This design comes from an exercise in tuning for small area on the open sky130 flow, not from production work. The RTL was checked by simulation tests, not by an equivalence proof against the original design. The clock cells of runs 2 to 4 come from the design's own scripts or RTL, not from TritonCTS. The clock input has no modelled driver; a real chip could not lean on it and would need a root buffer or a full tree. Power figures rest on the tool's default switching activity, not on a simulated workload.

===== flow/config.mk =====
export PLATFORM = sky130hd
export DESIGN_NAME = driver
export DESIGN_NICKNAME = driver
export VERILOG_FILES = /design/flow/design.v
export SDC_FILE = /design/flow/constraint.sdc
export NUM_CORES = 4
export LEC_CHECK = 0
export CAP_MARGIN = 20
export CORE_MARGIN = 2
export CORE_UTILIZATION = 55
export GPL_TIMING_DRIVEN = 0
export PLACE_DENSITY = 0.7
export SLEW_MARGIN = 20

===== flow/constraint.sdc =====
create_clock -name core_clock -period 5.0 [get_ports {clk}]
set_input_delay 1.0000 -clock core_clock [delete_from_list [all_inputs] [get_ports {clk}]]
set_output_delay 1.0000 -clock core_clock [all_outputs]
set_load 0.01 [all_outputs]

===== flow/design.v =====
module coord_list(
    input clk,
    input rst,
    input NE1,
    input NWE,
    input [2:0] ADDR,
    input [7:0] DATA,
    output reg [9:0] xc,
    output reg xn,
    output reg [9:0] yc,
    output reg [1:0] col
);
    wire we = ~NE1 & ~NWE;
    wire [7:0] d = rst ? 8'd0 : DATA;
    wire [1:0] hi = (d[3] | d[2]) ? 2'd3 : d[1:0];
    always @(posedge clk) begin
        if (rst | (we & (ADDR == 3'd2))) xc[7:0] <= d;
        if (rst | (we & (ADDR == 3'd3))) begin
            xc[9:8] <= hi;
            xn <= d[4];
        end
        if (rst | (we & (ADDR == 3'd4))) yc[7:0] <= d;
        if (rst | (we & (ADDR == 3'd5))) yc[9:8] <= hi;
        if (rst | (we & (ADDR == 3'd1))) col <= d[1:0];
    end
endmodule
module driver(
    input clk,
    input rst,
    input NE1,
    input NWE,
    input [2:0] ADDR,
    input [7:0] DATA,
    output r,
    output g,
    output b,
    output h_sync,
    output v_sync
);
    wire [9:0] xc, yc;
    wire xn;
    wire [1:0] col;
    coord_list regs(
        .clk(clk), .rst(rst), .NE1(NE1), .NWE(NWE), .ADDR(ADDR), .DATA(DATA),
        .xc(xc), .xn(xn), .yc(yc), .col(col)
    );
    reg [9:0] hc, vc;
    reg p, m;
    reg [1:0] cc;
    wire [9:0] hc_n, vc_n;
    wire p_n, m_n;
    wire [1:0] cc_n;
    core c(
        .rst(rst), .hc(hc), .vc(vc), .xc(xc), .xn(xn), .yc(yc), .col(col),
        .p(p), .m(m), .cc(cc),
        .hc_n(hc_n), .vc_n(vc_n), .p_n(p_n), .m_n(m_n), .cc_n(cc_n),
        .h_sync(h_sync), .v_sync(v_sync), .r(r), .g(g), .b(b)
    );
    always @(posedge clk) begin
        hc <= hc_n;
        vc <= vc_n;
        p <= p_n;
        m <= m_n;
        cc <= cc_n;
    end
endmodule
module core(
    input rst,
    input [9:0] hc, input [9:0] vc,
    input [9:0] xc, input xn, input [9:0] yc, input [1:0] col,
    input p, input m, input [1:0] cc,
    output [9:0] hc_n, output [9:0] vc_n,
    output p_n, output m_n, output [1:0] cc_n,
    output h_sync, output v_sync,
    output r, output g, output b
);
  wire new_n79, new_n80, new_n81, new_n83, new_n84, new_n85, new_n87,
    new_n88, new_n89, new_n91, new_n92, new_n93, new_n95, new_n96, new_n97,
    new_n98, new_n99, new_n100, new_n102, new_n103, new_n104, new_n106,
    new_n107, new_n108, new_n110, new_n111, new_n112, new_n114, new_n116,
    new_n117, new_n118, new_n119, new_n120, new_n121, new_n122, new_n124,
    new_n125, new_n126, new_n128, new_n129, new_n130, new_n132, new_n133,
    new_n134, new_n136, new_n137, new_n138, new_n140, new_n141, new_n142,
    new_n144, new_n145, new_n146, new_n148, new_n149, new_n150, new_n152,
    new_n153, new_n154, new_n155, new_n156, new_n157, new_n159, new_n161,
    new_n162, new_n163, new_n164, new_n165, new_n166, new_n167, new_n168,
    new_n169, new_n170, new_n171, new_n172, new_n173, new_n174, new_n175,
    new_n176, new_n177, new_n178, new_n179, new_n180, new_n181, new_n182,
    new_n183, new_n184, new_n185, new_n186, new_n187, new_n188, new_n189,
    new_n190, new_n191, new_n192, new_n193, new_n194, new_n195, new_n196,
    new_n197, new_n198, new_n199, new_n200, new_n201, new_n202, new_n203,
    new_n204, new_n205, new_n206, new_n207, new_n208, new_n209, new_n210,
    new_n211, new_n212, new_n213, new_n214, new_n215, new_n216, new_n217,
    new_n218, new_n219, new_n220, new_n221, new_n222, new_n223, new_n224,
    new_n225, new_n226, new_n227, new_n228, new_n229, new_n230, new_n231,
    new_n232, new_n233, new_n234, new_n235, new_n236, new_n237, new_n238,
    new_n239, new_n240, new_n241, new_n242, new_n243, new_n244, new_n245,
    new_n246, new_n247, new_n248, new_n249, new_n250, new_n251, new_n252,
    new_n253, new_n254, new_n255, new_n256, new_n257, new_n258, new_n259,
    new_n260, new_n261, new_n262, new_n263, new_n264, new_n265, new_n266,
    new_n267, new_n268, new_n269, new_n270, new_n271, new_n272, new_n273,
    new_n274, new_n275, new_n276, new_n277, new_n278, new_n279, new_n280,
    new_n281, new_n282, new_n283, new_n284, new_n285, new_n286, new_n287,
    new_n288, new_n289, new_n290, new_n291, new_n292, new_n293, new_n294,
    new_n295, new_n296, new_n297, new_n298, new_n299, new_n300, new_n301,
    new_n302, new_n303, new_n304, new_n305, new_n306, new_n307, new_n308,
    new_n309, new_n310, new_n311, new_n312, new_n313, new_n314, new_n315,
    new_n316, new_n317, new_n318, new_n319, new_n320, new_n321, new_n322,
    new_n323, new_n324, new_n325, new_n326, new_n327, new_n328, new_n329,
    new_n330, new_n331, new_n332, new_n333, new_n334, new_n335, new_n336,
    new_n337, new_n338, new_n339, new_n340, new_n341, new_n342, new_n343,
    new_n344, new_n345, new_n346, new_n347, new_n348, new_n349, new_n350,
    new_n351, new_n352, new_n353, new_n354, new_n355, new_n356, new_n357,
    new_n358, new_n359, new_n360, new_n361, new_n362, new_n363, new_n364,
    new_n365, new_n366, new_n367, new_n368, new_n369, new_n370, new_n371,
    new_n372, new_n373, new_n374, new_n375, new_n376, new_n377, new_n378,
    new_n379, new_n380, new_n381, new_n382, new_n383, new_n384, new_n385,
    new_n386, new_n387, new_n388, new_n389, new_n390, new_n391, new_n392,
    new_n393, new_n394, new_n395, new_n396, new_n397, new_n398, new_n399,
    new_n400, new_n401, new_n402, new_n403, new_n404, new_n405, new_n406,
    new_n407, new_n408, new_n409, new_n410, new_n411, new_n412, new_n413,
    new_n414, new_n415, new_n416, new_n417, new_n418, new_n419, new_n420,
    new_n421, new_n422, new_n423, new_n424, new_n425, new_n426, new_n427,
    new_n428, new_n429, new_n430, new_n431, new_n432, new_n433, new_n434,
    new_n435, new_n436, new_n437, new_n438, new_n439, new_n440, new_n441,
    new_n442, new_n443, new_n444, new_n445, new_n446, new_n447, new_n448,
    new_n449, new_n450, new_n451, new_n452, new_n453, new_n454, new_n455,
    new_n456, new_n457, new_n458, new_n460, new_n461, new_n462, new_n463,
    new_n464, new_n466, new_n469, new_n470, new_n471, new_n472, new_n473,
    new_n474, new_n475, new_n476, new_n477, new_n479, new_n480, new_n481,
    new_n482, new_n483, new_n484, new_n485, new_n486, new_n487, new_n488,
    new_n489, new_n490, new_n493;
  assign hc_n[0] = rst | ~hc[0];
  assign new_n79 = hc[0] & hc[1];
  assign new_n80 = ~hc[0] & ~hc[1];
  assign new_n81 = ~rst & ~new_n80;
  assign hc_n[1] = ~new_n79 & new_n81;
  assign new_n83 = hc[2] & new_n79;
  assign new_n84 = ~hc[2] & ~new_n79;
  assign new_n85 = ~rst & ~new_n84;
  assign hc_n[2] = ~new_n83 & new_n85;
  assign new_n87 = hc[3] & new_n83;
  assign new_n88 = ~hc[3] & ~new_n83;
  assign new_n89 = ~rst & ~new_n88;
  assign hc_n[3] = ~new_n87 & new_n89;
  assign new_n91 = hc[4] & new_n87;
  assign new_n92 = ~hc[4] & ~new_n87;
  assign new_n93 = ~rst & ~new_n92;
  assign hc_n[4] = ~new_n91 & new_n93;
  assign new_n95 = hc[8] & hc[9];
  assign new_n96 = new_n91 & new_n95;
  assign new_n97 = ~rst & ~new_n96;
  assign new_n98 = hc[5] & new_n91;
  assign new_n99 = ~hc[5] & ~new_n91;
  assign new_n100 = ~new_n98 & ~new_n99;
  assign hc_n[5] = new_n97 & new_n100;
  assign new_n102 = hc[6] & new_n98;
  assign new_n103 = ~hc[6] & ~new_n98;
  assign new_n104 = new_n97 & ~new_n103;
  assign hc_n[6] = ~new_n102 & new_n104;
  assign new_n106 = hc[7] & new_n102;
  assign new_n107 = ~hc[7] & ~new_n102;
  assign new_n108 = new_n97 & ~new_n107;
  assign hc_n[7] = ~new_n106 & new_n108;
  assign new_n110 = hc[8] & new_n106;
  assign new_n111 = ~hc[8] & ~new_n106;
  assign new_n112 = new_n97 & ~new_n111;
  assign hc_n[8] = ~new_n110 & new_n112;
  assign new_n114 = ~hc[9] & ~new_n110;
  assign hc_n[9] = new_n97 & ~new_n114;
  assign new_n116 = vc[2] & vc[3];
  assign new_n117 = vc[9] & new_n116;
  assign new_n118 = new_n96 & new_n117;
  assign new_n119 = ~rst & ~new_n118;
  assign new_n120 = vc[0] & new_n96;
  assign new_n121 = ~vc[0] & ~new_n96;
  assign new_n122 = ~new_n120 & ~new_n121;
  assign vc_n[0] = new_n119 & new_n122;
  assign new_n124 = ~vc[1] & ~new_n120;
  assign new_n125 = vc[1] & new_n120;
  assign new_n126 = new_n119 & ~new_n125;
  assign vc_n[1] = ~new_n124 & new_n126;
  assign new_n128 = vc[2] & new_n125;
  assign new_n129 = ~vc[2] & ~new_n125;
  assign new_n130 = new_n119 & ~new_n129;
  assign vc_n[2] = ~new_n128 & new_n130;
  assign new_n132 = ~vc[3] & ~new_n128;
  assign new_n133 = new_n116 & new_n125;
  assign new_n134 = new_n119 & ~new_n133;
  assign vc_n[3] = ~new_n132 & new_n134;
  assign new_n136 = vc[4] & new_n133;
  assign new_n137 = ~vc[4] & ~new_n133;
  assign new_n138 = new_n119 & ~new_n137;
  assign vc_n[4] = ~new_n136 & new_n138;
  assign new_n140 = vc[5] & new_n136;
  assign new_n141 = ~vc[5] & ~new_n136;
  assign new_n142 = new_n119 & ~new_n141;
  assign vc_n[5] = ~new_n140 & new_n142;
  assign new_n144 = vc[6] & new_n140;
  assign new_n145 = ~vc[6] & ~new_n140;
  assign new_n146 = new_n119 & ~new_n145;
  assign vc_n[6] = ~new_n144 & new_n146;
  assign new_n148 = vc[7] & new_n144;
  assign new_n149 = ~vc[7] & ~new_n144;
  assign new_n150 = new_n119 & ~new_n149;
  assign vc_n[7] = ~new_n148 & new_n150;
  assign new_n152 = ~vc[8] & ~new_n148;
  assign new_n153 = vc[5] & vc[6];
  assign new_n154 = vc[7] & vc[8];
  assign new_n155 = new_n153 & new_n154;
  assign new_n156 = new_n136 & new_n155;
  assign new_n157 = new_n119 & ~new_n156;
  assign vc_n[8] = ~new_n152 & new_n157;
  assign new_n159 = ~vc[9] & ~new_n156;
  assign vc_n[9] = new_n119 & ~new_n159;
  assign new_n161 = hc[8] & ~hc[9];
  assign new_n162 = xc[8] & ~new_n161;
  assign new_n163 = ~xc[8] & new_n161;
  assign new_n164 = ~new_n162 & ~new_n163;
  assign new_n165 = ~hc[6] & xc[6];
  assign new_n166 = hc[6] & ~xc[6];
  assign new_n167 = ~new_n165 & ~new_n166;
  assign new_n168 = ~hc[5] & ~new_n95;
  assign new_n169 = xc[5] & new_n168;
  assign new_n170 = hc[4] & ~new_n95;
  assign new_n171 = xc[4] & ~new_n170;
  assign new_n172 = ~hc[3] & xc[3];
  assign new_n173 = hc[3] & ~xc[3];
  assign new_n174 = ~new_n172 & ~new_n173;
  assign new_n175 = hc[2] & ~xc[2];
  assign new_n176 = hc[0] & ~xc[0];
  assign new_n177 = ~hc[0] & xc[0];
  assign new_n178 = ~new_n176 & ~new_n177;
  assign new_n179 = hc[1] & ~xc[1];
  assign new_n180 = ~hc[1] & xc[1];
  assign new_n181 = ~new_n179 & ~new_n180;
  assign new_n182 = new_n178 & new_n181;
  assign new_n183 = ~new_n176 & ~new_n179;
  assign new_n184 = ~new_n180 & ~new_n183;
  assign new_n185 = ~new_n182 & ~new_n184;
  assign new_n186 = ~hc[2] & xc[2];
  assign new_n187 = ~new_n185 & ~new_n186;
  assign new_n188 = ~new_n175 & ~new_n187;
  assign new_n189 = new_n174 & new_n188;
  assign new_n190 = ~new_n172 & ~new_n189;
  assign new_n191 = ~xc[4] & new_n170;
  assign new_n192 = ~new_n171 & ~new_n191;
  assign new_n193 = ~new_n190 & new_n192;
  assign new_n194 = ~new_n171 & ~new_n193;
  assign new_n195 = ~xc[5] & ~new_n168;
  assign new_n196 = ~new_n169 & ~new_n195;
  assign new_n197 = ~new_n194 & new_n196;
  assign new_n198 = ~new_n169 & ~new_n197;
  assign new_n199 = ~new_n167 & new_n198;
  assign new_n200 = ~xc[6] & ~xc[7];
  assign new_n201 = new_n199 & ~new_n200;
  assign new_n202 = ~xc[7] & new_n165;
  assign new_n203 = ~new_n166 & ~new_n202;
  assign new_n204 = ~new_n198 & new_n203;
  assign new_n205 = ~new_n201 & ~new_n204;
  assign new_n206 = ~new_n164 & ~new_n205;
  assign new_n207 = new_n164 & new_n205;
  assign new_n208 = ~new_n206 & ~new_n207;
  assign new_n209 = new_n190 & ~new_n192;
  assign new_n210 = ~new_n193 & ~new_n209;
  assign new_n211 = ~new_n175 & ~new_n186;
  assign new_n212 = new_n182 & new_n211;
  assign new_n213 = new_n174 & new_n212;
  assign new_n214 = new_n210 & new_n213;
  assign new_n215 = new_n208 & ~new_n214;
  assign new_n216 = new_n194 & ~new_n196;
  assign new_n217 = ~new_n197 & ~new_n216;
  assign new_n218 = new_n215 & new_n217;
  assign new_n219 = ~new_n215 & ~new_n217;
  assign new_n220 = ~new_n218 & ~new_n219;
  assign new_n221 = vc[2] & ~vc[9];
  assign new_n222 = yc[2] & ~new_n221;
  assign new_n223 = ~yc[2] & new_n221;
  assign new_n224 = ~new_n222 & ~new_n223;
  assign new_n225 = vc[1] & ~yc[1];
  assign new_n226 = ~vc[1] & yc[1];
  assign new_n227 = ~yc[0] & ~new_n226;
  assign new_n228 = ~new_n225 & ~new_n227;
  assign new_n229 = ~vc[6] & yc[6];
  assign new_n230 = vc[6] & ~yc[6];
  assign new_n231 = ~new_n229 & ~new_n230;
  assign new_n232 = ~vc[5] & ~vc[9];
  assign new_n233 = ~yc[5] & ~new_n232;
  assign new_n234 = yc[5] & new_n232;
  assign new_n235 = ~vc[4] & yc[4];
  assign new_n236 = ~new_n234 & ~new_n235;
  assign new_n237 = ~new_n233 & ~new_n236;
  assign new_n238 = ~new_n223 & new_n228;
  assign new_n239 = vc[3] & ~vc[9];
  assign new_n240 = yc[3] & ~new_n239;
  assign new_n241 = ~new_n222 & ~new_n240;
  assign new_n242 = ~new_n238 & new_n241;
  assign new_n243 = ~new_n233 & ~new_n234;
  assign new_n244 = vc[4] & ~yc[4];
  assign new_n245 = new_n243 & ~new_n244;
  assign new_n246 = ~yc[3] & new_n239;
  assign new_n247 = new_n245 & ~new_n246;
  assign new_n248 = ~new_n242 & new_n247;
  assign new_n249 = ~new_n237 & ~new_n248;
  assign new_n250 = new_n231 & ~new_n249;
  assign new_n251 = ~new_n231 & new_n249;
  assign new_n252 = ~new_n250 & ~new_n251;
  assign new_n253 = ~new_n228 & new_n252;
  assign new_n254 = ~new_n225 & ~new_n226;
  assign new_n255 = vc[0] & ~yc[0];
  assign new_n256 = ~vc[0] & yc[0];
  assign new_n257 = ~new_n255 & ~new_n256;
  assign new_n258 = new_n254 & new_n257;
  assign new_n259 = new_n228 & ~new_n252;
  assign new_n260 = ~new_n258 & ~new_n259;
  assign new_n261 = ~new_n253 & new_n260;
  assign new_n262 = new_n224 & new_n261;
  assign new_n263 = ~new_n224 & ~new_n261;
  assign new_n264 = ~new_n262 & ~new_n263;
  assign new_n265 = new_n220 & ~new_n264;
  assign new_n266 = ~new_n235 & ~new_n244;
  assign new_n267 = ~new_n240 & ~new_n246;
  assign new_n268 = new_n222 & new_n252;
  assign new_n269 = new_n223 & ~new_n252;
  assign new_n270 = ~new_n268 & ~new_n269;
  assign new_n271 = ~new_n262 & new_n270;
  assign new_n272 = new_n267 & new_n271;
  assign new_n273 = new_n246 & new_n252;
  assign new_n274 = new_n240 & ~new_n252;
  assign new_n275 = ~new_n273 & ~new_n274;
  assign new_n276 = ~new_n272 & new_n275;
  assign new_n277 = new_n266 & ~new_n276;
  assign new_n278 = new_n244 & new_n252;
  assign new_n279 = new_n235 & ~new_n252;
  assign new_n280 = ~new_n278 & ~new_n279;
  assign new_n281 = ~new_n277 & new_n280;
  assign new_n282 = ~new_n243 & new_n281;
  assign new_n283 = new_n243 & ~new_n281;
  assign new_n284 = ~new_n282 & ~new_n283;
  assign new_n285 = ~new_n265 & ~new_n284;
  assign new_n286 = ~new_n176 & new_n208;
  assign new_n287 = ~new_n177 & ~new_n208;
  assign new_n288 = ~new_n286 & ~new_n287;
  assign new_n289 = new_n181 & new_n288;
  assign new_n290 = ~new_n181 & ~new_n288;
  assign new_n291 = ~new_n289 & ~new_n290;
  assign new_n292 = ~new_n178 & ~new_n291;
  assign new_n293 = ~new_n285 & ~new_n292;
  assign new_n294 = new_n252 & ~new_n256;
  assign new_n295 = ~new_n252 & ~new_n255;
  assign new_n296 = ~new_n294 & ~new_n295;
  assign new_n297 = new_n254 & new_n296;
  assign new_n298 = ~new_n254 & ~new_n296;
  assign new_n299 = ~new_n297 & ~new_n298;
  assign new_n300 = ~new_n257 & ~new_n299;
  assign new_n301 = ~new_n284 & ~new_n300;
  assign new_n302 = ~new_n293 & ~new_n301;
  assign new_n303 = ~new_n184 & new_n208;
  assign new_n304 = ~new_n185 & ~new_n208;
  assign new_n305 = ~new_n303 & ~new_n304;
  assign new_n306 = new_n211 & ~new_n305;
  assign new_n307 = ~new_n211 & new_n305;
  assign new_n308 = ~new_n306 & ~new_n307;
  assign new_n309 = new_n220 & ~new_n308;
  assign new_n310 = new_n264 & ~new_n284;
  assign new_n311 = ~new_n309 & ~new_n310;
  assign new_n312 = ~new_n266 & new_n276;
  assign new_n313 = ~new_n277 & ~new_n312;
  assign new_n314 = ~new_n267 & ~new_n271;
  assign new_n315 = ~new_n272 & ~new_n314;
  assign new_n316 = new_n313 & ~new_n315;
  assign new_n317 = new_n208 & ~new_n213;
  assign new_n318 = new_n210 & ~new_n317;
  assign new_n319 = ~new_n210 & new_n317;
  assign new_n320 = ~new_n318 & ~new_n319;
  assign new_n321 = ~new_n174 & ~new_n188;
  assign new_n322 = ~new_n189 & ~new_n321;
  assign new_n323 = new_n208 & ~new_n212;
  assign new_n324 = new_n322 & ~new_n323;
  assign new_n325 = ~new_n322 & new_n323;
  assign new_n326 = ~new_n324 & ~new_n325;
  assign new_n327 = new_n320 & ~new_n326;
  assign new_n328 = ~new_n316 & ~new_n327;
  assign new_n329 = ~new_n311 & ~new_n328;
  assign new_n330 = ~new_n302 & new_n329;
  assign new_n331 = ~new_n257 & ~new_n285;
  assign new_n332 = ~new_n284 & ~new_n331;
  assign new_n333 = ~new_n315 & new_n332;
  assign new_n334 = new_n182 & new_n320;
  assign new_n335 = new_n258 & new_n313;
  assign new_n336 = ~new_n334 & ~new_n335;
  assign new_n337 = ~new_n326 & ~new_n332;
  assign new_n338 = new_n336 & ~new_n337;
  assign new_n339 = ~new_n333 & new_n338;
  assign new_n340 = ~new_n284 & new_n308;
  assign new_n341 = ~new_n265 & ~new_n340;
  assign new_n342 = ~new_n178 & ~new_n284;
  assign new_n343 = ~new_n331 & ~new_n342;
  assign new_n344 = new_n311 & ~new_n343;
  assign new_n345 = ~new_n341 & ~new_n344;
  assign new_n346 = new_n328 & ~new_n345;
  assign new_n347 = ~new_n339 & new_n346;
  assign new_n348 = ~new_n330 & ~new_n347;
  assign new_n349 = ~new_n339 & new_n341;
  assign new_n350 = new_n339 & ~new_n341;
  assign new_n351 = ~new_n349 & ~new_n350;
  assign new_n352 = ~new_n315 & ~new_n326;
  assign new_n353 = ~new_n311 & ~new_n352;
  assign new_n354 = ~new_n302 & new_n336;
  assign new_n355 = new_n343 & ~new_n354;
  assign new_n356 = ~new_n343 & new_n354;
  assign new_n357 = ~new_n355 & ~new_n356;
  assign new_n358 = new_n353 & new_n357;
  assign new_n359 = new_n302 & new_n311;
  assign new_n360 = ~new_n299 & ~new_n332;
  assign new_n361 = ~new_n291 & new_n332;
  assign new_n362 = ~new_n360 & ~new_n361;
  assign new_n363 = new_n359 & ~new_n362;
  assign new_n364 = ~new_n359 & new_n362;
  assign new_n365 = ~new_n363 & ~new_n364;
  assign new_n366 = ~new_n358 & new_n365;
  assign new_n367 = ~new_n351 & new_n366;
  assign new_n368 = new_n348 & new_n367;
  assign new_n369 = new_n315 & new_n326;
  assign new_n370 = ~new_n352 & ~new_n369;
  assign new_n371 = new_n343 & new_n370;
  assign new_n372 = new_n341 & ~new_n371;
  assign new_n373 = ~new_n365 & ~new_n372;
  assign new_n374 = ~new_n348 & new_n373;
  assign new_n375 = ~new_n368 & ~new_n374;
  assign new_n376 = new_n220 & ~new_n369;
  assign new_n377 = new_n326 & new_n359;
  assign new_n378 = ~new_n376 & ~new_n377;
  assign new_n379 = ~new_n313 & ~new_n378;
  assign new_n380 = new_n284 & ~new_n379;
  assign new_n381 = new_n315 & ~new_n343;
  assign new_n382 = ~new_n264 & ~new_n381;
  assign new_n383 = ~new_n313 & new_n315;
  assign new_n384 = new_n320 & ~new_n383;
  assign new_n385 = ~new_n382 & new_n384;
  assign new_n386 = ~new_n313 & ~new_n315;
  assign new_n387 = ~new_n182 & new_n313;
  assign new_n388 = ~new_n326 & ~new_n387;
  assign new_n389 = ~new_n265 & new_n388;
  assign new_n390 = ~new_n386 & ~new_n389;
  assign new_n391 = ~new_n320 & ~new_n390;
  assign new_n392 = ~new_n352 & ~new_n391;
  assign new_n393 = ~new_n385 & new_n392;
  assign new_n394 = ~new_n220 & new_n320;
  assign new_n395 = ~hc[8] & hc[9];
  assign new_n396 = ~new_n163 & ~new_n395;
  assign new_n397 = ~new_n206 & ~new_n396;
  assign new_n398 = ~xc[9] & ~new_n397;
  assign new_n399 = xc[9] & new_n397;
  assign new_n400 = ~new_n398 & ~new_n399;
  assign new_n401 = new_n214 & new_n217;
  assign new_n402 = ~hc[7] & ~xc[7];
  assign new_n403 = hc[7] & xc[7];
  assign new_n404 = ~new_n402 & ~new_n403;
  assign new_n405 = xc[6] & new_n404;
  assign new_n406 = new_n166 & ~new_n404;
  assign new_n407 = ~new_n405 & ~new_n406;
  assign new_n408 = ~new_n401 & new_n407;
  assign new_n409 = new_n208 & ~new_n408;
  assign new_n410 = xn & ~new_n401;
  assign new_n411 = new_n162 & ~new_n395;
  assign new_n412 = ~new_n199 & ~new_n411;
  assign new_n413 = ~new_n410 & new_n412;
  assign new_n414 = ~new_n208 & ~new_n413;
  assign new_n415 = ~hc[6] & new_n405;
  assign new_n416 = ~new_n165 & ~new_n404;
  assign new_n417 = new_n164 & new_n416;
  assign new_n418 = ~new_n415 & ~new_n417;
  assign new_n419 = ~new_n199 & new_n418;
  assign new_n420 = ~new_n231 & ~new_n237;
  assign new_n421 = vc[7] & ~yc[7];
  assign new_n422 = ~vc[7] & yc[7];
  assign new_n423 = ~new_n421 & ~new_n422;
  assign new_n424 = ~new_n229 & ~new_n423;
  assign new_n425 = vc[8] & ~yc[8];
  assign new_n426 = new_n229 & ~new_n421;
  assign new_n427 = ~new_n425 & new_n426;
  assign new_n428 = ~vc[8] & yc[8];
  assign new_n429 = ~yc[9] & ~new_n428;
  assign new_n430 = ~new_n422 & new_n425;
  assign new_n431 = new_n429 & ~new_n430;
  assign new_n432 = ~new_n427 & new_n431;
  assign new_n433 = ~new_n424 & new_n432;
  assign new_n434 = ~new_n420 & new_n433;
  assign new_n435 = yc[9] & ~new_n425;
  assign new_n436 = new_n421 & ~new_n429;
  assign new_n437 = ~new_n435 & new_n436;
  assign new_n438 = ~yc[6] & ~new_n422;
  assign new_n439 = ~new_n425 & new_n429;
  assign new_n440 = ~new_n438 & new_n439;
  assign new_n441 = ~new_n437 & ~new_n440;
  assign new_n442 = yc[6] & ~new_n423;
  assign new_n443 = ~new_n245 & ~new_n442;
  assign new_n444 = new_n420 & new_n443;
  assign new_n445 = ~new_n441 & new_n444;
  assign new_n446 = ~new_n434 & ~new_n445;
  assign new_n447 = ~rst & ~new_n446;
  assign new_n448 = ~new_n419 & new_n447;
  assign new_n449 = ~new_n414 & new_n448;
  assign new_n450 = ~new_n409 & new_n449;
  assign new_n451 = ~new_n400 & new_n450;
  assign new_n452 = ~new_n394 & new_n451;
  assign new_n453 = ~new_n393 & new_n452;
  assign new_n454 = ~new_n353 & ~new_n357;
  assign new_n455 = ~new_n284 & ~new_n378;
  assign new_n456 = ~new_n454 & ~new_n455;
  assign new_n457 = new_n453 & new_n456;
  assign new_n458 = ~new_n380 & new_n457;
  assign p_n = ~new_n375 & new_n458;
  assign new_n460 = ~hc[7] & ~hc[8];
  assign new_n461 = hc[9] & ~new_n460;
  assign new_n462 = ~rst & ~vc[9];
  assign new_n463 = p & new_n462;
  assign new_n464 = ~new_n155 & new_n463;
  assign m_n = ~new_n461 & new_n464;
  assign new_n466 = ~rst & m;
  assign cc_n[0] = col[0] & new_n466;
  assign cc_n[1] = col[1] & new_n466;
  assign new_n469 = ~hc[1] & ~hc[2];
  assign new_n470 = ~hc[3] & new_n469;
  assign new_n471 = hc[4] & ~new_n470;
  assign new_n472 = ~hc[5] & ~hc[6];
  assign new_n473 = ~new_n471 & new_n472;
  assign new_n474 = hc[5] & hc[6];
  assign new_n475 = new_n471 & new_n474;
  assign new_n476 = hc[7] & new_n395;
  assign new_n477 = ~new_n475 & new_n476;
  assign h_sync = new_n473 | ~new_n477;
  assign new_n479 = ~hc[4] & ~hc[9];
  assign new_n480 = ~vc[0] & new_n479;
  assign new_n481 = new_n460 & new_n472;
  assign new_n482 = new_n480 & new_n481;
  assign new_n483 = new_n470 & new_n482;
  assign new_n484 = ~vc[1] & vc[2];
  assign new_n485 = new_n483 & ~new_n484;
  assign new_n486 = vc[1] & ~vc[2];
  assign new_n487 = ~new_n483 & ~new_n486;
  assign new_n488 = ~vc[4] & new_n239;
  assign new_n489 = new_n155 & new_n488;
  assign new_n490 = ~new_n487 & new_n489;
  assign v_sync = new_n485 | ~new_n490;
  assign r = cc[0] & cc[1];
  assign new_n493 = ~cc[0] & ~cc[1];
  assign g = ~r & ~new_n493;
  assign b = cc[0] & ~cc[1];
endmodule

===== flow/flow/run.sh =====
#!/bin/bash
# Own layout flow: the standard ORFS flow (standard.sh), with these
# changes only:
#  - synthesis is the standard script, but ABC maps with flow/abc.script
#    (area-oriented) and the full-adder extraction step is skipped; the
#    flip-flops are mapped before ABC exactly as in the standard synthesis;
#  - port buffers use the smallest buffer (buf_1);
#  - instead of clock tree synthesis, flow/clock.tcl drives all flip-flops
#    from one clock buffer;
#  - timing repair only resizes and swaps pins (no new buffers), and after
#    the global-route repair, gates off the critical paths are downsized
#    again (RECOVER_POWER).
set -euo pipefail
W=$PWD
sed "s#log_cmd abc {\*}\$abc_args#log_cmd abc -script $W/flow/abc.script {*}[lrange \$abc_args 2 end]#" \
    "$FLOW_HOME/scripts/synth.tcl" > "$W/synth_mod.tcl"
grep -q "flow/abc.script" "$W/synth_mod.tcl"
sed "s#\$::env(SCRIPTS_DIR)/synth.tcl#$W/synth_mod.tcl#" "$W/synth_recipe.tcl" > "$W/my_synth.tcl"
grep -q "synth_mod.tcl" "$W/my_synth.tcl"
sed "s#SYNTH_SCRIPT=[^ ]*#SYNTH_SCRIPT=$W/my_synth.tcl#" "$W/standard.sh" > "$W/my_standard.sh"
grep -q "my_synth.tcl" "$W/my_standard.sh"
# ORFS scripts with clock_tree_synthesis replaced by flow/clock.tcl
rm -rf "$W/scripts"
cp -r "$FLOW_HOME/scripts" "$W/scripts"
sed -i 's#^log_cmd clock_tree_synthesis {\*}\$cts_args#source $::env(CLOCK_TCL)#' "$W/scripts/cts.tcl"
grep -q 'CLOCK_TCL' "$W/scripts/cts.tcl"
bash "$W/my_standard.sh" ADDER_MAP_FILE= \
    "BUFFER_PORTS_ARGS=-buffer_cell sky130_fd_sc_hd__buf_1" \
    "SCRIPTS_DIR=$W/scripts" \
    "CLOCK_TCL=$W/flow/clock.tcl" \
    CLOCK_BUF_CELL=sky130_fd_sc_hd__clkbuf_16 \
    RECOVER_POWER=100 \
    SETUP_MOVE_SEQUENCE=unbuffer,sizeup,swap \
    finish > "$W/flow_make.log" 2>&1

===== flow/flow/abc.script =====
strash
dch
amap
topo
mfs3 -a
topo

===== flow/flow/clock.tcl =====
# Clock distribution in place of clock_tree_synthesis: one clock buffer,
# placed at the centroid of the flip-flops, drives every clock pin; the
# clock port drives only that buffer.
set block [ord::get_db_block]
set clk_net [$block findNet clk]
set xs 0.0
set ys 0.0
set n 0
foreach it [$clk_net getITerms] {
  set bb [[$it getInst] getBBox]
  set xs [expr {$xs + ([$bb xMin] + [$bb xMax]) / 2.0}]
  set ys [expr {$ys + ([$bb yMin] + [$bb yMax]) / 2.0}]
  incr n
}
set dbu [$block getDbUnitsPerMicron]
set loc [list [expr {$xs / $n / $dbu}] [expr {$ys / $n / $dbu}]]
puts "clock.tcl: $n clock pins, buffer at $loc"
log_cmd insert_buffer -buffer_cell $::env(CLOCK_BUF_CELL) -net clk -location $loc \
  -buffer_name clkbuf_root -net_name clknet_root
set its [$clk_net getITerms]
if { [llength $its] != 1 } { error "clock.tcl: clock port drives [llength $its] pins" }
set buf [[lindex $its 0] getInst]
set out_net [[$buf findITerm X] getNet]
puts "clock.tcl: [$buf getName] ([[$buf getMaster] getName]) drives [$out_net getName], [llength [$out_net getITerms]] pins"
[[$buf findITerm A] getNet] setSigType CLOCK
$out_net setSigType CLOCK

===== flow/standard.sh =====
#!/bin/bash
# synth_recipe.tcl (not shown) runs the flow's synth.tcl, then flattens the netlist and writes it again
# the make line also repeats each setting of config.mk as NAME=value (left out here)
make -C /OpenROAD-flow-scripts/flow DESIGN_CONFIG=/design/flow/config.mk WORK_HOME=/design/flow/orfs CLKGATE_MAP_FILE= SYNTH_SCRIPT=/design/flow/synth_recipe.tcl "${@:-finish}"

==> key figures, run 1 <==
Placement
  – Routability cong.: approximately 0.89
  – Hpwl dp: just under 5000 um
  – IO Port Bufs: 19
  – Placed Instances: 438
  – Pre-CTS setup slack: -0.138 ns

Logic synthesis
  – Main area contributors after synthesis: edfxtp_1, dfxtp_1, nor2_1, o21ai_0, clkinv_1
  – Yosys warnings: 2
  – EDFF count, synth: 23
  – Top cell type's share of synthesized area: 0.256
  – Post-synthesis sequential area ratio: 0.433
  – Post-synth top cells: nor2_1, clkinv_1, o21ai_0, nand2_1, dfxtp_1
  – Mean post-synth cell area: ~7.7 um2
  – Syn Inst Count: about 350
  – Most common cell in the netlist: nor2_1
  – Syn nets: 367
  – FF+latch count, synth: 47
  – Post-synth top flop: dfxtp_1
  – Synth area leader: edfxtp_1
  – Yosys cell types: 33
  – Fraction of registers with async set/reset: 0
  – Syn Std Cell Area: ~2700 um2

Status
  – Stop stage: clock tree synthesis
  – First error: Error: cts.tcl, 36 clock.tcl: clock port drives 48 pins
  – Status: aborted with a tool error

Floorplanning
  – Starting Density: 0.572
  – Die extent in x: about 74 um
  – Num rows: 25
  – I/O pin count: 20
  – Die height: 74.1 um
-- cell families after synthesis --
logic type	share of synthesized area
buffers and inverters	0.0556
AND/OR/NAND/NOR	0.254
flip-flops	0.433
AO/OA/AOI/OAI	0.257
-- power groups by stage --
stage	sequential [mW]	clock (mW)	combinational (mW)
after floorplan	0.442	0	0.196
after global placement	0.448	0	0.244
after detailed placement	0.449	0	0.249
-- per-stage QoR --
step	TNS (ns)	area, um2	hold WS [ns]	util
after detailed placement	-0.138	2860	0.414	0.606
after floorplan	0	2700	0.384	-
after global placement	-0.137	2860	0.394	0.605
-- worst min path at each step --
stage	startpoint	to	slack, ns
global placement	hc[0]	hc[0]	0.39
floorplan	hc[0]	hc[0]	0.38
detailed placement	hc[0]	hc[0]	0.41
==> run 2: changes to the inputs <==
--- a/flow/flow/run.sh
+++ b/flow/flow/run.sh
@@ -28,7 +28,7 @@
     "BUFFER_PORTS_ARGS=-buffer_cell sky130_fd_sc_hd__buf_1" \
     "SCRIPTS_DIR=$W/scripts" \
     "CLOCK_TCL=$W/flow/clock.tcl" \
-    CLOCK_BUF_CELL=sky130_fd_sc_hd__clkbuf_16 \
+    CLOCK_BUF_CELL=sky130_fd_sc_hd__clkbuf_8 CLOCK_BUF_COUNT=3 \
     RECOVER_POWER=100 \
     SETUP_MOVE_SEQUENCE=unbuffer,sizeup,swap \
     finish > "$W/flow_make.log" 2>&1
==> flow/flow/clock.tcl (replaced) <==
# Clock distribution in place of clock_tree_synthesis: the flip-flops are
# split by x position into CLOCK_BUF_COUNT groups of (nearly) equal size,
# and each group is driven by one CLOCK_BUF_CELL buffer placed at the
# group's centroid. The clock port drives only these buffers.
set block [ord::get_db_block]
set dbu [$block getDbUnitsPerMicron]
set clk_net [$block findNet clk]
set sinks {}
foreach it [$clk_net getITerms] {
  set bb [[$it getInst] getBBox]
  set x [expr {([$bb xMin] + [$bb xMax]) / 2.0 / $dbu}]
  set y [expr {([$bb yMin] + [$bb yMax]) / 2.0 / $dbu}]
  lappend sinks [list $x $y "[[$it getInst] getName]/[[$it getMTerm] getName]"]
}
set sinks [lsort -real -index 0 $sinks]
set n [llength $sinks]
set k $::env(CLOCK_BUF_COUNT)
puts "clock.tcl: $n clock pins, $k buffers"
for {set g 0} {$g < $k} {incr g} {
  set lo [expr {($g * $n) / $k}]
  set hi [expr {(($g + 1) * $n) / $k - 1}]
  set group [lrange $sinks $lo $hi]
  # within the group, the buffer goes to the centroid
  set xs 0.0
  set ys 0.0
  set pins {}
  foreach s $group {
    set xs [expr {$xs + [lindex $s 0]}]
    set ys [expr {$ys + [lindex $s 1]}]
    lappend pins [get_pins [lindex $s 2]]
  }
  set m [llength $group]
  set loc [list [expr {$xs / $m}] [expr {$ys / $m}]]
  puts "clock.tcl: group $g: $m pins, buffer at $loc"
  insert_buffer -buffer_cell $::env(CLOCK_BUF_CELL) -net clk -location $loc \
    -buffer_name clkbuf_g$g -net_name clknet_g$g -load_pins $pins
}
set its [$clk_net getITerms]
if { [llength $its] != $k } { error "clock.tcl: clock port drives [llength $its] pins" }
$clk_net setSigType CLOCK
foreach it $its {
  set buf [$it getInst]
  set out_net [[$buf findITerm X] getNet]
  $out_net setSigType CLOCK
  puts "clock.tcl: [$buf getName] ([[$buf getMaster] getName]) drives [$out_net getName], [llength [$out_net getITerms]] pins"
}
==> run 2 against run 1 <==
Now clean on timing, DRC and antenna. Synthesized cell count stayed put. Area after synthesis stayed put.
==> key figures, run 2 <==
Status
  – Status: finished clean

Placement
  – IO Port Bufs: 19
  – Hpwl dp: 4820 um
  – Post-DP Area: 2860 um2
  – Routability cong.: between 0.8 and 0.9

Hold path
  – Hold path startpoint: hc[0]
  – Hold Crit Class: flop to flop

Routing
  – Metal-1 WL: 2910 um
  – TritonRoute pass-1 iters: 4
  – DR iter-0 viols: 143
  – Post-Route WL: around 6200 um
  – Met2 wire len: 3010 um
  – Post-route ant nets: 0
  – Total number of vias: 2493
  – Routed WL per cell: roughly 14 um
  – # DRC: 0
  – Met3 wire len: 210 um
  – Top Metal Used: met4
  – Number of vias per cell: 5.65

Timing
  – Fmax: about 220 MHz
  – Setup violations, final: 0
  – Slew HR: 0.145
  – Max Slew Vio Count: 0
  – Tcrit/Tclk final: 0.906
  – Period minus WS final: 4.53 ns
  – Slew @ Worst Pin: ~1.3 ns
  – Final hold violation count: 0
  – Worst Clk Skew: 0.0172 ns

Floorplanning
  – I/O pin count: 20
  – Starting Density: 0.572
  – Core region area: 4720 um2
  – Die height: 74.1 um
  – Die extent in x: 74.1 um
  – Num rows: 25
  – Die area: 5490 um2

Logic synthesis
  – Post-synth top cells: nor2_1, clkinv_1, o21ai_0, nand2_1, dfxtp_1
  – Yosys warnings: 2
  – FF+latch count, synth: 47
  – Most common cell in the netlist: nor2_1
  – Fraction of registers with async set/reset: 0
  – Synth area leader: edfxtp_1
  – Syn nets: 367
  – Syn Std Cell Area: 2700 um2
  – EDFF count, synth: 23
  – Post-synthesis sequential area ratio: 0.433
  – Top cell type's share of synthesized area: 0.256
  – Mean post-synth cell area: about 7.7 um2
  – Syn Inst Count: ~350
  – Post-synth top flop: dfxtp_1
  – Main area contributors after synthesis: edfxtp_1, dfxtp_1, nor2_1, o21ai_0, clkinv_1
  – Yosys cell types: 33

Power and ir drop
  – Net Sw Frac: 0.334
  – Power share of the combinational group: 0.313
  – Design Power: 0.862 mW
  – NetSw: roughly 0.29 mW
  – Pleak: 0.966 nW
  – Sequential power share: 0.510
  – Clock share of power: 0.177
  – Worst-case vdd ir drop: 254 uV
  – Pint: 0.575 mW
  – PwrDens: 293 nW/um2

Critical path
  – CP Capture Type: flop
  – Worst path arrival time: 4.63 ns
  – WP data required: 5.10 ns
  – Critical path peak fanout: 6
  – Setup CP Type: flop to flop
  – Startpoint types: flop
  – Worst flop-to-flop path startpoint: regs.yc[1]
  – Crit. Startpoint: regs.yc[1]

Final layout
  – ANT cells: 0
  – Most frequent cells in the layout: nor2_1, clkinv_1, nand2_1, o21ai_0, dfxtp_1
  – Area added between synthesis and finish: 8.84%
  – Share of cells above drive strength 1: 0.0401
  – Nets: 391
  – Final Cell Area: roughly 2900 um2
  – Commonest non-fill, non-tap cell in the layout: nor2_1
  – Finished Core Util: 0.623

Clocking
  – CTS clk-pin slew, worst paths: 0.11 ns
  – Hold-fix buffers, CTS: 0
  – Skew-Pair Late Insertion Delay: 0.16 ns

Global route
  – Total GRT Usage: 0.226
  – Pin count of the biggest net entering global routing: 18
  – First-pass GRT wire length: between 9000 and 10000 um
  – Antenna violations before repair: 0
  – Number of global-route vias before repair: 2112
  – Total grt overflow: 0

Run
  – Max-cap violations: 0
## run 2: cell counts after synthesis
No cell type changed its count.
## run 2: logic make-up (layout without fill, tap and decap cells)
logic type / count (synthesis) / after routing / synth area share
flip-flops: 47 / 47 / 0.433
buffers and inverters: 40 / 62 / 0.0556
AO/OA/AOI/OAI: 110 / 110 / 0.257
AND/OR/NAND/NOR: 155 / 155 / 0.254
## run 2: cell type report, without the clock buffers
cell class	count	area, um2
multi-input cells	265	1420
fillers	422	1780
inverters	40	150
well taps	67	83.8
flip-flops and latches	47	1170
repair buffers	19	71.3
## run 2: power groups by stage
stage / clock network, mW / registers [mW] / logic [mW]
floorplan: 0 / 0.442 / 0.196
global placement: 0 / 0.448 / 0.244
finish: 0.153 / 0.440 / 0.270
global route: 0.167 / 0.442 / 0.302
CTS: 0.111 / 0.449 / 0.251
detailed placement: 0 / 0.449 / 0.249
## run 2: metrics by stage
| stage | worst slack [ns] | instances | setup TNS (ns) | hold WS [ns] |
|---|---|---|---|---|
| 2_1_floorplan | 0.680 | 352 | 0 | 0.384 |
| 3_3_place_gp | -0.137 | 438 | -0.137 | 0.394 |
| 3_5_place_dp | -0.138 | 438 | -0.138 | 0.414 |
| 4_1_cts | 0.0439 | 441 | 0 | 0.413 |
| 5_1_grt | -0.0183 | 441 | -0.0183 | 0.463 |
| 6_report | 0.472 | 441 | 0 | 0.435 |
## run 2: path summary, 6_finish.rpt
path	to	slack [ns]	cells past startpoint
setup / recovery	p	0.47	26
hold / removal	hc[0]	0.43	1
setup reg to reg	p	0.47	26
hold reg to reg	hc[0]	0.43	1
## run 2: repair_timing
item                       CTS  global route
gates resized for setup      3            14
buffers inserted             0             0
pin swaps                    0             2
setup endpoints to repair    1             1
## run 2: worst max-delay path: stages, from the launching register on
cell and delay (ns):
edfxtp_1 0.34, clkinv_1 0.08, nor2_1 0.16, a21oi_1 0.12, a21oi_2 0.22, o211ai_1 0.13
a31oi_1 0.23, nor2_1 0.10, a21oi_2 0.25, inv_2 0.11, o21ai_0 0.16, a21oi_1 0.08
a222oi_1 0.34, nand2_1 0.12, o221ai_1 0.10, nand2_1 0.10, o221ai_1 0.12, nor2_1 0.09
a21oi_2 0.24, inv_2 0.11, nor2_2 0.20, o21ai_2 0.10, a221oi_2 0.34, o21ai_0 0.14
a2111oi_1 0.32, a31oi_1 0.09, nor2_1 0.13
## run 2: metal layers
metal  track usage  vias to the layer above
li1              -                     1321
met1         0.322                     1117
met2         0.388                       51
met3        0.0176                        4
met4        0.0323                        0
met5             0                        -
==> run 3: changes to the inputs <==
--- a/flow/flow/run.sh
+++ b/flow/flow/run.sh
@@ -28,7 +28,7 @@
     "BUFFER_PORTS_ARGS=-buffer_cell sky130_fd_sc_hd__buf_1" \
     "SCRIPTS_DIR=$W/scripts" \
     "CLOCK_TCL=$W/flow/clock.tcl" \
-    CLOCK_BUF_CELL=sky130_fd_sc_hd__clkbuf_8 CLOCK_BUF_COUNT=3 \
+    CLOCK_BUF_CELL=sky130_fd_sc_hd__clkbuf_16 CLOCK_BUF_COUNT=2 \
     RECOVER_POWER=100 \
     SETUP_MOVE_SEQUENCE=unbuffer,sizeup,swap \
     finish > "$W/flow_make.log" 2>&1
==> run 3 against run 2 <==
Still clean. Synthesized cell count unchanged. Flip-flop and latch count unchanged. Final area up 0.38%. Die area unchanged. First-iteration DRC count down 20%. Critical path depth unchanged. Combinational power about the same. Area after synthesis unchanged. Utilization up 0.24 points. Critical path type unchanged. Critical endpoint unchanged. Largest power group unchanged.
==> key figures, run 3 <==
Floorplanning
  – Core region area: 4720 um2
  – Die area: ~5500 um2
  – Die extent in x: 74.1 um
  – I/O pin count: 20
  – Num rows: 25
  – Starting Density: 0.572
  – Die height: 74.1 um

Logic synthesis
  – Post-synth top flop: dfxtp_1
  – Synth area leader: edfxtp_1
  – Yosys cell types: 33
  – Mean post-synth cell area: about 7.7 um2
  – FF+latch count, synth: 47
  – Syn nets: 367
  – Post-synth top cells: nor2_1, clkinv_1, o21ai_0, nand2_1, dfxtp_1
  – Main area contributors after synthesis: edfxtp_1, dfxtp_1, nor2_1, o21ai_0, clkinv_1
  – Yosys warnings: 2
  – Syn Inst Count: between 300 and 400
  – Most common cell in the netlist: nor2_1
  – EDFF count, synth: 23
  – Fraction of registers with async set/reset: 0
  – Top cell type's share of synthesized area: 0.256
  – Post-synthesis sequential area ratio: 0.433
  – Syn Std Cell Area: 2700 um2

Critical path
  – Worst flop-to-flop path startpoint: hc[0]
  – Worst R2R Setup Slack: 0.47 ns
  – Setup CP Type: flop to flop
  – Worst path arrival time: 4.63 ns
  – Crit. Startpoint: hc[0]
  – WP data required: 5.10 ns
  – CP top delay family: compound AO/OA/AOI/OAI gates
  – Reg2reg path depth: 26
  – Startpoint types: flop
  – R2R Path End: p
  – CP max stage cell: a21oi_1
  – Crit-path max cell delay: around 0.41 ns
  – Crit path depth: 26
  – Critical Path Sink: p
  – Worst Path Buf+Inv: 1
  – CP Capture Type: flop
  – Critical path peak fanout: 6

Clocking
  – Hold-fix buffers, CTS: 0
  – CTS clk-pin slew, worst paths: 0.10 ns
  – Skew-Pair Late Insertion Delay: 0.16 ns

Final layout
  – Register area: around 1200 um2
  – Commonest non-fill, non-tap cell in the layout: nor2_1
  – ANT cells: 0
  – Layout Cells excl Fill: 440
  – Most frequent cells in the layout: nor2_1, clkinv_1, nand2_1, o21ai_0, dfxtp_1
  – Nets: 390
  – Share of cells above drive strength 1: 0.0402
  – Area added between synthesis and finish: 9.26%
  – Multi-input logic area: around 1400 um2
  – Fill cell count: 417

Global route
  – Antenna violations before repair: 0
  – Total GRT Usage: 0.228
  – Total grt overflow: 0
  – Number of global-route vias before repair: 2129
  – First-pass GRT wire length: 9800 um
  – Pin count of the biggest net entering global routing: 25

Hold path
  – Hold Crit Class: flop to flop

Placement
  – IO Port Bufs: 19
  – Hpwl dp: between 4000 and 5000 um
  – Routability cong.: between 0.8 and 0.9
  – Placed Instances: around 440

Status
  – Status: finished clean

Routing
  – Total number of vias: 2469
  – # DRC: 0
  – Number of vias per cell: 5.61
  – Post-route ant nets: 0
  – Routed WL per cell: 14.2 um
  – Post-Route WL: between 6000 and 7000 um
  – DR iter-0 viols: 114
  – TritonRoute pass-1 iters: 4

Power and ir drop
  – Sequential power share: 0.500
  – PwrDens: 298 nW/um2
  – Power share of the combinational group: 0.307
  – Worst-case vdd ir drop: 262 uV
  – Clock share of power: 0.193
  – Net Sw Frac: 0.328
  – NetSw: 0.289 mW
  – Pleak: 0.969 nW
  – Design Power: 0.881 mW
  – Pint: just under 0.6 mW

Timing
  – Max Slew Vio Count: 0
  – Slew @ Worst Pin: 1.26 ns
  – Worst Clk Skew: 0.0113 ns
  – Fmax: 221 MHz
  – Setup violations, final: 0
  – Final hold violation count: 0
  – Period minus WS final: 4.53 ns
  – Tcrit/Tclk final: 0.907
  – Slew HR: 0.155

Run
  – Max-cap violations: 0
-- run 3: cell types whose count changed in the layout (fill, tap and decap cells not counted) --
| cell | before | now |
|---|---|---|
| clkbuf_8 | 3 | 0 |
| nor2_1 | 70 | 69 |
| nor2_2 | 1 | 2 |
| clkbuf_16 | 0 | 2 |
-- run 3: cells by family (layout without fill, tap and decap cells) --
family | count (synthesis) | after routing | synth area share
and+or+nand+nor | 155 | 155 | 0.254
AOI/OAI and AO/OA | 110 | 110 | 0.257
DFF | 47 | 47 | 0.433
buffers and inverters | 40 | 61 | 0.0556
-- run 3: routing by layer --
metal  global-route usage  wire length [um]  vias to the layer above
met5                    0                 0                        -
met4               0.0343               106                        0
met3               0.0176               206                        6
met2                0.392              2980                       41
met1                0.322              2970                     1098
li1                     -                 -                     1324
-- run 3: layout make-up, without the clock buffers --
type,count,share of cell area
tap,67,0.0284
multi-input combinational,265,0.483
timing repair buffer,19,0.0242
inverter,40,0.0508
sequential,47,0.397
-- run 3: worst min path at each step --
| stage | start | end | cells after the start | slack [ns] |
|---|---|---|---|---|
| finish | hc[0] | hc[0] | 1 | 0.43 |
| global route | hc[0] | hc[0] | 1 | 0.46 |
| CTS | hc[0] | hc[0] | 1 | 0.41 |
| detailed placement | hc[0] | hc[0] | 1 | 0.41 |
| global placement | hc[0] | hc[0] | 1 | 0.39 |
| floorplan | hc[0] | hc[0] | 1 | 0.38 |
-- run 3: power groups by stage --
stage	clock network (mW)	registers, mW	logic [mW]
floorplan	0	0.442	0.196
global placement	0	0.448	0.244
detailed placement	0	0.449	0.249
CTS	0.128	0.449	0.252
global route	0.182	0.442	0.303
finish	0.170	0.440	0.271
-- run 3: timing repair --
| action | in CTS | in global routing |
|---|---|---|
| buffers inserted | 0 | 0 |
| resized for setup | 3 | 15 |
| setup endpoints to repair | 1 | 1 |
| pin swaps | 0 | 2 |
-- run 3: stage by stage --
step	utilization	area (um2)	hold slack [ns]	setup slack (ns)	TNS, ns
floorplan	-	2700	0.384	0.680	0
global placement	0.605	2860	0.394	-0.137	-0.137
detailed placement	0.606	2860	0.414	-0.138	-0.138
CTS	0.617	2920	0.413	0.0151	0
global route	0.625	2950	0.460	-0.0393	-0.0393
finish	0.625	2950	0.432	0.466	0
==> run 4: changes to the inputs <==
--- a/flow/flow/run.sh
+++ b/flow/flow/run.sh
@@ -5,8 +5,9 @@
 #    (area-oriented) and the full-adder extraction step is skipped; the
 #    flip-flops are mapped before ABC exactly as in the standard synthesis;
 #  - port buffers use the smallest buffer (buf_1);
-#  - instead of clock tree synthesis, flow/clock.tcl drives all flip-flops
-#    from one clock buffer;
+#  - instead of clock tree synthesis, flow/clock.tcl splits the flip-flops
+#    into three groups by position, each driven by one clkbuf_8 at the
+#    group's centroid (the clock port drives just these three buffers);
 #  - timing repair only resizes and swaps pins (no new buffers), and after
 #    the global-route repair, gates off the critical paths are downsized
 #    again (RECOVER_POWER).
@@ -28,7 +29,7 @@
     "BUFFER_PORTS_ARGS=-buffer_cell sky130_fd_sc_hd__buf_1" \
     "SCRIPTS_DIR=$W/scripts" \
     "CLOCK_TCL=$W/flow/clock.tcl" \
-    CLOCK_BUF_CELL=sky130_fd_sc_hd__clkbuf_16 CLOCK_BUF_COUNT=2 \
+    CLOCK_BUF_CELL=sky130_fd_sc_hd__clkbuf_8 CLOCK_BUF_COUNT=3 \
     RECOVER_POWER=100 \
     SETUP_MOVE_SEQUENCE=unbuffer,sizeup,swap \
     finish > "$W/flow_make.log" 2>&1
==> run 4 against run 3 <==
Highest routed layer unchanged. Flip-flop and latch count is the same. Clock power shrank about 10%. Sequential power hardly changed. Clock skew is 0.0059 ns higher. Critical path depth unchanged. Final cell count up 0.23%. Final area decreased by 0.38%. Register-to-register slack hardly changed. Critical endpoint unchanged. Critical path type unchanged. Die area did not move. Utilization down 0.24 points.
==> key figures, run 4 <==
Routing
  – TritonRoute pass-1 iters: 4
  – Post-route ant nets: 0
  – Total number of vias: 2493
  – Routed WL per cell: between 10 and 15 um
  – DR iter-0 viols: 143
  – Number of vias per cell: 5.65
  – # DRC: 0
  – Post-Route WL: roughly 6200 um

Logic synthesis
  – Mean post-synth cell area: 7.68 um2
  – XOR/XNOR share of the synthesized area: 0
  – FF+latch count, synth: 47
  – Syn nets: 367
  – Syn Std Cell Area: 2700 um2
  – Post-synth top cells: nor2_1, clkinv_1, o21ai_0, nand2_1, dfxtp_1
  – Yosys warnings: 2
  – Syn Inst Count: 352
  – Main combinational cell family by area after synthesis: compound AO/OA/AOI/OAI gates
  – Top cell type's share of synthesized area: 0.256
  – EDFF count, synth: 23
  – Main area contributors after synthesis: edfxtp_1, dfxtp_1, nor2_1, o21ai_0, clkinv_1
  – Synth Area in Adders: 0
  – Most common cell in the netlist: nor2_1
  – Simple-Gate Fraction of Synth Area: 0.254
  – Post-synthesis sequential area ratio: 0.433
  – Compound-cell area share of the yosys netlist: 0.257
  – Post-synthesis mux area share: 0
  – Fraction of registers with async set/reset: 0
  – Synth area leader: edfxtp_1
  – Yosys cell types: 33
  – Post-synth top flop: dfxtp_1

Timing
  – Worst hold margin: 0.435 ns
  – Final hold violation count: 0
  – Setup violations, final: 0
  – Max Slew Vio Count: 0
  – Tcrit/Tclk final: 0.906
  – Period minus WS final: 4.53 ns
  – Worst Clk Skew: 0.0172 ns
  – Slew @ Worst Pin: approximately 1.3 ns
  – Fmax: roughly 220 MHz
  – Slew HR: 0.145

Clocking
  – Skew-Pair Late Insertion Delay: 0.16 ns
  – Number of setup buffers added after CTS: 0
  – Hold-fix buffers, CTS: 0
  – CTS clk-pin slew, worst paths: around 0.11 ns

Global route
  – Antenna violations before repair: 0
  – Total GRT Usage: 0.226
  – First-pass GRT wire length: 9730 um
  – Number of global-route vias before repair: 2112
  – Pin count of the biggest net entering global routing: 18
  – Total grt overflow: 0

Placement
  – IO Port Bufs: 19
  – Post-DP Area: 2860 um2
  – Hpwl dp: a little under 5000 um
  – Routability cong.: 0.885

Critical path
  – CP max stage cell: edfxtp_1
  – Worst Path Buf+Inv: 3
  – Crit path depth: 26
  – CP Capture Type: flop
  – CP top delay family: compound AO/OA/AOI/OAI gates
  – Startpoint types: flop
  – WP data required: 5.10 ns
  – Reg2reg path depth: 26
  – Crit-path max cell delay: 0.34 ns
  – Worst path arrival time: 4.63 ns
  – Critical path peak fanout: 6
  – Most used cell, CP: nor2_1
  – Setup CP Type: flop to flop

Floorplanning
  – Core region area: 4720 um2
  – Die area: 5490 um2
  – Die height: 74.1 um
  – I/O pin count: 20
  – Num rows: 25
  – Die extent in x: around 74 um
  – Starting Density: 0.572

Run
  – Max-cap violations: 0

Final layout
  – Most frequent cells in the layout: nor2_1, clkinv_1, nand2_1, o21ai_0, dfxtp_1
  – Fill cell count: 422
  – Commonest non-fill, non-tap cell in the layout: nor2_1
  – Share of cells above drive strength 1: 0.0401
  – Final Cell Area: 2940 um2
  – Area added between synthesis and finish: 8.84%
  – Nets: 391
  – ANT cells: 0

Power and ir drop
  – PwrDens: 293 nW/um2
  – Pleak: 0.966 nW
  – Worst-case vdd ir drop: 254 uV

Hold path
  – Hold depth: 1
  – Hold Crit Class: flop to flop

Status
  – Status: finished clean
[run 4: layout make-up, without the clock buffers]
class	count	area, um2	area share
tap	67	83.8	0.0285
inverter	40	150	0.0510
sequential	47	1170	0.398
timing repair buffer	19	71.3	0.0242
multi-input combinational	265	1420	0.484
[run 4: routing by layer]
metal / routed length, um / GRT usage
met1: 2910 / 0.322
met2: 3010 / 0.388
met3: 210 / 0.0176
met4: 87 / 0.0323
met5: 0 / 0
[run 4: path summary, 6_finish.rpt]
check             startpoint  endpoint  slack (ns)
hold reg to reg        hc[0]     hc[0]        0.43
setup reg to reg  regs.yc[1]         p        0.47
setup / recovery  regs.yc[1]         p        0.47
hold / removal         hc[0]     hc[0]        0.43
[run 4: cells by family after synthesis]
| group | Yosys count |
|---|---|
| simple gates | 155 |
| compound gates | 110 |
| flops | 47 |
| buf+inv | 40 |
[run 4: metrics by stage]
stage / total power [mW] / TNS [ns] / util / worst slack [ns] / std cells
floorplan: 0.638 / 0 / - / 0.680 / 352
global placement: 0.692 / -0.137 / 0.605 / -0.137 / 438
detailed placement: 0.698 / -0.138 / 0.606 / -0.138 / 438
CTS: 0.811 / 0 / 0.616 / 0.0439 / 441
global route: 0.912 / -0.0183 / 0.623 / -0.0183 / 441
finish: 0.862 / 0 / 0.623 / 0.472 / 441
[run 4: power breakdown]
group / switching [mW] / leakage (nW) / total [mW] / internal (mW)
Sequential: 0.0140 / 0.418 / 0.440 / 0.426
Combinational: 0.177 / 0.526 / 0.270 / 0.0928
Clock: 0.0970 / 0.0216 / 0.153 / 0.0557
Total: 0.288 / 0.966 / 0.862 / 0.575
[run 4: repair_timing]
item | CTS | global route
endpoints found under the setup margin | 1 | 1
pin swaps | 0 | 2
resized for setup | 3 | 14

==> what the ideal ports hide <==
How much do the figures lean on ideal ports? The routed layouts below were timed once more, with nothing changed but the port constraints.
Step 1 assumes that a clkbuf_16 drives the clock port and a buf_2 every other input.
Step 2 adds t to the input delays and takes it off the output delays; t is the mean of the earliest and latest rising clock arrival at the registers after step 1. Input paths then give back, and output paths get back, about the clock's delay inside the block.
a / b / c = ideal / step 1 / step 2; a / b = the first two.
| run | t (ns) | setup slack, ns | hold slack, ns | clock arrival spread, ns | cell pins on the clock port's net |
|---|---|---|---|---|---|
| run 2 | 0.198 | 0.472 / 0.472 / 0.472 | 0.435 / 0.435 / 0.435 | 0.017 / 0.017 | 3 |
| run 3 | 0.201 | 0.466 / 0.466 / 0.466 | 0.432 / 0.432 / 0.432 | 0.013 / 0.013 | 2 |
| run 4 | 0.198 | 0.472 / 0.472 / 0.472 | 0.435 / 0.435 / 0.435 | 0.017 / 0.017 | 3 |
After both steps every run listed still meets setup and hold.
